Context: an optimization exercise on an open-source flow, tuned for small area and a short achievable clock period. The choices shown serve that exercise and are no tape-out recipe.
At most, simulation tests tie the RTL to the original design; equivalence was not proved.

==> inputs of job 9483 <==
==> flow/design.v <==
module seq_mem_4port
#(
  parameter WIDTH = 32,
  parameter SIZE = 32,
  parameter IDX_SIZE = 5
) (
  input  wire logic                clk,
  input  wire logic                reset,
  input  wire logic [IDX_SIZE-1:0] port0_addr,
  input  wire logic [IDX_SIZE-1:0] port1_addr,
  input  wire logic [IDX_SIZE-1:0] port2_addr,
  input  wire logic [IDX_SIZE-1:0] port3_addr,
  input  wire logic                port0_en,
  input  wire logic                port1_en,
  input  wire logic                port2_en,
  input  wire logic                port3_en,
  output      logic                port0_done,
  output      logic                port1_done,
  output      logic                port2_done,
  output      logic                port3_done,
  output      logic [ WIDTH-1:0] port0_read_data,
  output      logic [ WIDTH-1:0] port1_read_data,
  output      logic [ WIDTH-1:0] port2_read_data,
  output      logic [ WIDTH-1:0] port3_read_data,
  input  wire logic [ WIDTH-1:0] port0_write_data,
  input  wire logic [ WIDTH-1:0] port1_write_data,
  input  wire logic [ WIDTH-1:0] port2_write_data,
  input  wire logic [ WIDTH-1:0] port3_write_data,
  input  wire logic              port0_we,
  input  wire logic              port1_we,
  input  wire logic              port2_we,
  input  wire logic              port3_we
);
  logic [WIDTH-1:0] mem[SIZE-1:0];
  logic [IDX_SIZE-1:0] in_addr[0:3];
  logic                in_en[0:3];
  logic                in_we[0:3];
  logic [WIDTH-1:0]    in_wd[0:3];
  logic                done[0:3];
  logic [WIDTH-1:0]    read_out[0:3];
  assign in_addr[0] = port0_addr;
  assign in_addr[1] = port1_addr;
  assign in_addr[2] = port2_addr;
  assign in_addr[3] = port3_addr;
  assign in_en[0]   = port0_en;
  assign in_en[1]   = port1_en;
  assign in_en[2]   = port2_en;
  assign in_en[3]   = port3_en;
  assign in_we[0]   = port0_we;
  assign in_we[1]   = port1_we;
  assign in_we[2]   = port2_we;
  assign in_we[3]   = port3_we;
  assign in_wd[0]   = port0_write_data;
  assign in_wd[1]   = port1_write_data;
  assign in_wd[2]   = port2_write_data;
  assign in_wd[3]   = port3_write_data;
  assign port0_done      = done[0];
  assign port1_done      = done[1];
  assign port2_done      = done[2];
  assign port3_done      = done[3];
  assign port0_read_data = read_out[0];
  assign port1_read_data = read_out[1];
  assign port2_read_data = read_out[2];
  assign port3_read_data = read_out[3];
  logic [IDX_SIZE-1:0] s1_addr[0:3], s2_addr[0:3], s3_addr[0:3];
  logic [SIZE-1:0]     s4_hit[0:3];
  logic                s1_rd[0:3],   s2_rd[0:3],   s3_rd[0:3],   s4_rd[0:3];
  logic                s1_wr[0:3],   s2_wr[0:3],   s3_wr[0:3],   s4_wr[0:3];
  logic [WIDTH-1:0]    s1_data[0:3], s2_data[0:3], s3_data[0:3], s4_data[0:3];
  logic [3:0] rst_hist;
  logic       clear_out;
  assign clear_out = reset | (|rst_hist);
  always_ff @(posedge clk) begin
    rst_hist <= {rst_hist[2:0], reset};
  end
  logic [SIZE-1:0]  rsel[0:3];
  logic [WIDTH-1:0] in_data[0:3];
  always_comb begin
    for (int p = 0; p < 4; p = p + 1) begin
      for (int w = 0; w < SIZE; w = w + 1)
        rsel[p][w] = ~in_we[p] & (in_addr[p] == w);
      in_data[p] = {WIDTH{in_we[p]}} & in_wd[p];
      for (int w = 0; w < SIZE; w = w + 1)
        in_data[p] = in_data[p] | ({WIDTH{rsel[p][w]}} & mem[w]);
    end
  end
  logic s3_keep[0:3];
  always_comb begin
    for (int p = 0; p < 4; p = p + 1) begin
      s3_keep[p] = s3_wr[p];
      for (int q = 0; q < 4; q = q + 1)
        if (q > p && s3_wr[q] && s3_addr[q] == s3_addr[p])
          s3_keep[p] = 1'b0;
    end
  end
  always_ff @(posedge clk) begin
    for (int p = 0; p < 4; p = p + 1) begin
      s1_addr[p] <= in_addr[p];
      s1_data[p] <= in_data[p];
      s1_rd[p]   <= in_en[p] & ~in_we[p];
      s1_wr[p]   <= in_en[p] & in_we[p] & ~reset;
      s2_addr[p] <= s1_addr[p];
      s2_rd[p]   <= s1_rd[p];
      s2_wr[p]   <= s1_wr[p];
      s2_data[p] <= s1_data[p];
      s3_addr[p] <= s2_addr[p];
      s3_rd[p]   <= s2_rd[p];
      s3_wr[p]   <= s2_wr[p];
      s3_data[p] <= s2_data[p];
      for (int w = 0; w < SIZE; w = w + 1)
        s4_hit[p][w] <= s3_keep[p] & (s3_addr[p] == w);
      s4_rd[p]   <= s3_rd[p];
      s4_wr[p]   <= s3_wr[p];
      s4_data[p] <= s3_data[p];
      done[p]    <= in_en[p] & ~reset;
    end
  end
  always_ff @(posedge clk) begin
    for (int p = 0; p < 4; p = p + 1) begin
      read_out[p] <= ({WIDTH{~clear_out & s4_rd[p]}} & s4_data[p])
                   | ({WIDTH{~clear_out & ~s4_rd[p] & ~s4_wr[p]}} & read_out[p]);
    end
  end
  logic [3:0] whit[0:SIZE-1];
  always_comb begin
    for (int w = 0; w < SIZE; w = w + 1)
      for (int p = 0; p < 4; p = p + 1)
        whit[w][p] = s4_hit[p][w];
  end
  always_ff @(posedge clk) begin
    for (int w = 0; w < SIZE; w = w + 1)
      mem[w] <= ({WIDTH{whit[w][0]}} & s4_data[0])
              | ({WIDTH{whit[w][1]}} & s4_data[1])
              | ({WIDTH{whit[w][2]}} & s4_data[2])
              | ({WIDTH{whit[w][3]}} & s4_data[3])
              | ({WIDTH{~|whit[w]}} & mem[w]);
  end
endmodule
==> flow/flow/run.sh <==
#!/bin/bash
# The standard layout, with one change in synthesis: the combinational logic
# is mapped with flow/area.abc instead of ORFS's speed script (flow/abc_proc.tcl
# swaps the script in ABC's arguments). Registers are mapped as in the
# standard synthesis. Each step's full output is in orfs/logs; standard.sh's
# own output is in standard.log.
set -euo pipefail
here=$(pwd)
export AREA_ABC_SCRIPT=$here/flow/area.abc
{ head -n 1 synth_recipe.tcl; cat flow/abc_proc.tcl; tail -n +2 synth_recipe.tcl; } > area_synth.tcl
bash standard.sh SYNTH_SCRIPT=$here/area_synth.tcl > standard.log 2>&1
==> flow/flow/abc_proc.tcl <==
# Map the logic with flow/area.abc (area-recovering mapping) in place of
# ORFS's speed script, and without a222oi_1, which has no stronger size;
# everything else in the synthesis is the standard flow's own.
proc abc {args} {
  set i [lsearch -exact $args -script]
  if {$i >= 0} { lset args [expr {$i + 1}] $::env(AREA_ABC_SCRIPT) }
  yosys abc {*}$args -dont_use sky130_fd_sc_hd__a222oi_1
}
==> flow/flow/area.abc <==
&get -n
&st
&syn2
&dch -f
&nf -R 1000
&put
==> flow/standard.sh <==
#!/bin/bash
# synth_recipe.tcl (not shown) runs the flow's synth.tcl, then flattens the netlist and writes it again
# the make line also repeats each setting of config.mk as NAME=value (left out here)
make -C /OpenROAD-flow-scripts/flow DESIGN_CONFIG=/design/flow/config.mk WORK_HOME=/design/flow/orfs CLKGATE_MAP_FILE= SYNTH_SCRIPT=/design/flow/synth_recipe.tcl "${@:-finish}"
==> flow/config.mk <==
export PLATFORM = sky130hd
export DESIGN_NAME = seq_mem_4port
export DESIGN_NICKNAME = seq_mem_4port
export VERILOG_FILES = /design/flow/design.v
export SDC_FILE = /design/flow/constraint.sdc
export NUM_CORES = 4
export LEC_CHECK = 0
export CAP_MARGIN = 20
export CORE_MARGIN = 2
export CORE_UTILIZATION = 22
export CTS_CLUSTER_DIAMETER = 100
export CTS_CLUSTER_SIZE = 20
export PLACE_DENSITY = 0.45
export SETUP_SLACK_MARGIN = 1.8
export SLEW_MARGIN = 20
==> flow/constraint.sdc <==
create_clock -name core_clock -period 4.0 [get_ports {clk}]
set_input_delay 0.8000 -clock core_clock [delete_from_list [all_inputs] [get_ports {clk}]]
set_output_delay 0.8000 -clock core_clock [all_outputs]
set_load 0.01 [all_outputs]
==> job 9323 (differences from job 9483) <==
--- a/flow/design.v
+++ b/flow/design.v
@@ -64,4 +64,3 @@
   assign port3_read_data = read_out[3];
-  logic [IDX_SIZE-1:0] s1_addr[0:3], s2_addr[0:3], s3_addr[0:3];
-  logic [SIZE-1:0]     s4_hit[0:3];
+  logic [IDX_SIZE-1:0] s1_addr[0:3], s2_addr[0:3], s3_addr[0:3], s4_addr[0:3];
   logic                s1_rd[0:3],   s2_rd[0:3],   s3_rd[0:3],   s4_rd[0:3];
@@ -109,5 +108,4 @@
       s3_data[p] <= s2_data[p];
-      for (int w = 0; w < SIZE; w = w + 1)
-        s4_hit[p][w] <= s3_keep[p] & (s3_addr[p] == w);
-      s4_rd[p]   <= s3_rd[p];
+      s4_addr[p] <= s3_addr[p];
+      s4_rd[p]   <= s3_rd[p] | (s3_wr[p] & ~s3_keep[p]);
       s4_wr[p]   <= s3_wr[p];
@@ -119,3 +117,3 @@
     for (int p = 0; p < 4; p = p + 1) begin
-      read_out[p] <= ({WIDTH{~clear_out & s4_rd[p]}} & s4_data[p])
+      read_out[p] <= ({WIDTH{~clear_out & s4_rd[p] & ~s4_wr[p]}} & s4_data[p])
                    | ({WIDTH{~clear_out & ~s4_rd[p] & ~s4_wr[p]}} & read_out[p]);
@@ -127,3 +125,3 @@
       for (int p = 0; p < 4; p = p + 1)
-        whit[w][p] = s4_hit[p][w];
+        whit[w][p] = s4_wr[p] & ~s4_rd[p] & (s4_addr[p] == w);
   end
==> flow/run.sh (new file) <==
#!/bin/bash
# synth_recipe.tcl (not shown) runs the flow's synth.tcl, then flattens the netlist and writes it again
# the make line also repeats each setting of config.mk as NAME=value (left out here)
make -C /OpenROAD-flow-scripts/flow DESIGN_CONFIG=/design/flow/config.mk WORK_HOME=/design/flow/orfs CLKGATE_MAP_FILE= SYNTH_SCRIPT=/design/flow/synth_recipe.tcl finish
--- a/flow/config.mk
+++ b/flow/config.mk
@@ -9,7 +9,4 @@
 export CORE_MARGIN = 2
-export CORE_UTILIZATION = 22
-export CTS_CLUSTER_DIAMETER = 100
-export CTS_CLUSTER_SIZE = 20
-export PLACE_DENSITY = 0.45
-export SETUP_SLACK_MARGIN = 1.8
+export CORE_UTILIZATION = 35
+export SETUP_SLACK_MARGIN = 1.6
 export SLEW_MARGIN = 20
removed: flow/flow/run.sh
removed: flow/flow/abc_proc.tcl
removed: flow/flow/area.abc
removed: flow/standard.sh
==> job 976 (differences from job 9483) <==
==> flow/run.sh (new file) <==
#!/bin/bash
# synth_recipe.tcl (not shown) runs the flow's synth.tcl, then flattens the netlist and writes it again
# the make line also repeats each setting of config.mk as NAME=value (left out here)
make -C /OpenROAD-flow-scripts/flow DESIGN_CONFIG=/design/flow/config.mk WORK_HOME=/design/flow/orfs CLKGATE_MAP_FILE= SYNTH_SCRIPT=/design/flow/synth_recipe.tcl finish
--- a/flow/config.mk
+++ b/flow/config.mk
@@ -9,6 +9,5 @@
 export CORE_MARGIN = 2
-export CORE_UTILIZATION = 22
-export CTS_CLUSTER_DIAMETER = 100
-export CTS_CLUSTER_SIZE = 20
-export PLACE_DENSITY = 0.45
+export CORE_UTILIZATION = 30
+export CTS_CLUSTER_DIAMETER = 150
+export CTS_CLUSTER_SIZE = 30
 export SETUP_SLACK_MARGIN = 1.8
removed: flow/flow/run.sh
removed: flow/flow/abc_proc.tcl
removed: flow/flow/area.abc
removed: flow/standard.sh
==> results.txt <==
|  | job 9483 | job 9323 | job 976 |
|---|---|---|---|
| Number of buffers added by the clock tree synthesis step | 134 | 211 | 84 |
| Number of post-CTS setup repair buffers | 216 | 119 | 98 |
| Post-synthesis mux area share | 0% | 1.76% | 2.08% |
| Synthesized net count | 9641 | 11.7k | 11.9k |
| Fraction of synthesized cell area taken by the top area cell type | 43.8% | 37.6% | 38.6% |
| Synthesized-area fraction occupied by ao, oa, aoi and oai cells | 38.1% | 32.2% | 31.6% |
| Worst slack at placement | -720 ps | -83.7 ps | -38.4 ps |
| Post-Synthesis Mean Instance Area | 9.12 um2 | 8.24 um2 | 8.32 um2 |
| Post-cts resize count | 1336 | 546 | 980 |
| Hold buffer count at CTS | 1 | 0 | 0 |
| Sink Count | 1892 | 1784 | 1892 |
| Num rows | 230 | 191 | 209 |
| Chip width | 631 um | 525 um | 576 um |
| Simple-gate portion of the synthesized area | 17.8% | 21.5% | 20.4% |
| Number of unique standard cell types used by synthesis | 26 | 71 | 81 |
| Placer Congestion | 1.05 | 1.31 | 1.22 |
| H-tree depth | 4 | 4 | 3 |
| Synth Cell Area | 86400 um2 | 94900 um2 | 98000 um2 |
| XOR/XNOR share of the synthesized area | 0.304% | 0.277% | 0.268% |
| Synth Instances | 9483 | 11.5k | 11.8k |
| Cell count after placement | 16.1k | 14.9k | 15.9k |
| Count of state elements after synthesis | 1892 | 1784 | 1892 |
| Post-DP Area | 108000 um2 | 114000 um2 | 117000 um2 |
| Initial core utilization | 22.1% | 35.1% | 30.2% |
| Result of the run | timing/DRC/antenna clean | did not finish | did not finish |
| Last stage reached | - | global routing | global routing |
| Vertical die dimension | 631 um | 525 um | 576 um |
Function not checked in job 9323: the RTL went through the layout flow alone.

-- afterwards: timing with drivers on the ports --
The results above use ideal ports. As a check the final layout listed here was re-extracted and re-timed, cells and wires unchanged. Step 1 sets driving cells, clkbuf_16 on the clock port and buf_2 on the other inputs (assumed; they add their load-dependent delay and slew). Step 2, shift: input delay + t, output delay - t, t = (earliest + latest rising clock arrival at the registers) / 2. This alone moves slack from input paths to output paths. Three values: no drivers, after step 1, after step 2; two values: the first two.
run: job 9483
shift t [ns]: 1.016
setup WS [ns]: 1.309 / 1.377 / 0.362
hold slack, ns: 0.032 / -0.022 / 0.318
slew at the worst register clock pin (ns): 0.10 / 0.10
worst slew at a driven data input, ns: 0.12
pins driven straight from the clock port: 1
After both steps setup and hold are still met in job 9483. For job 9483, drivers alone change the setup slack by +0.068 ns; drivers and shift together by -0.947 ns.
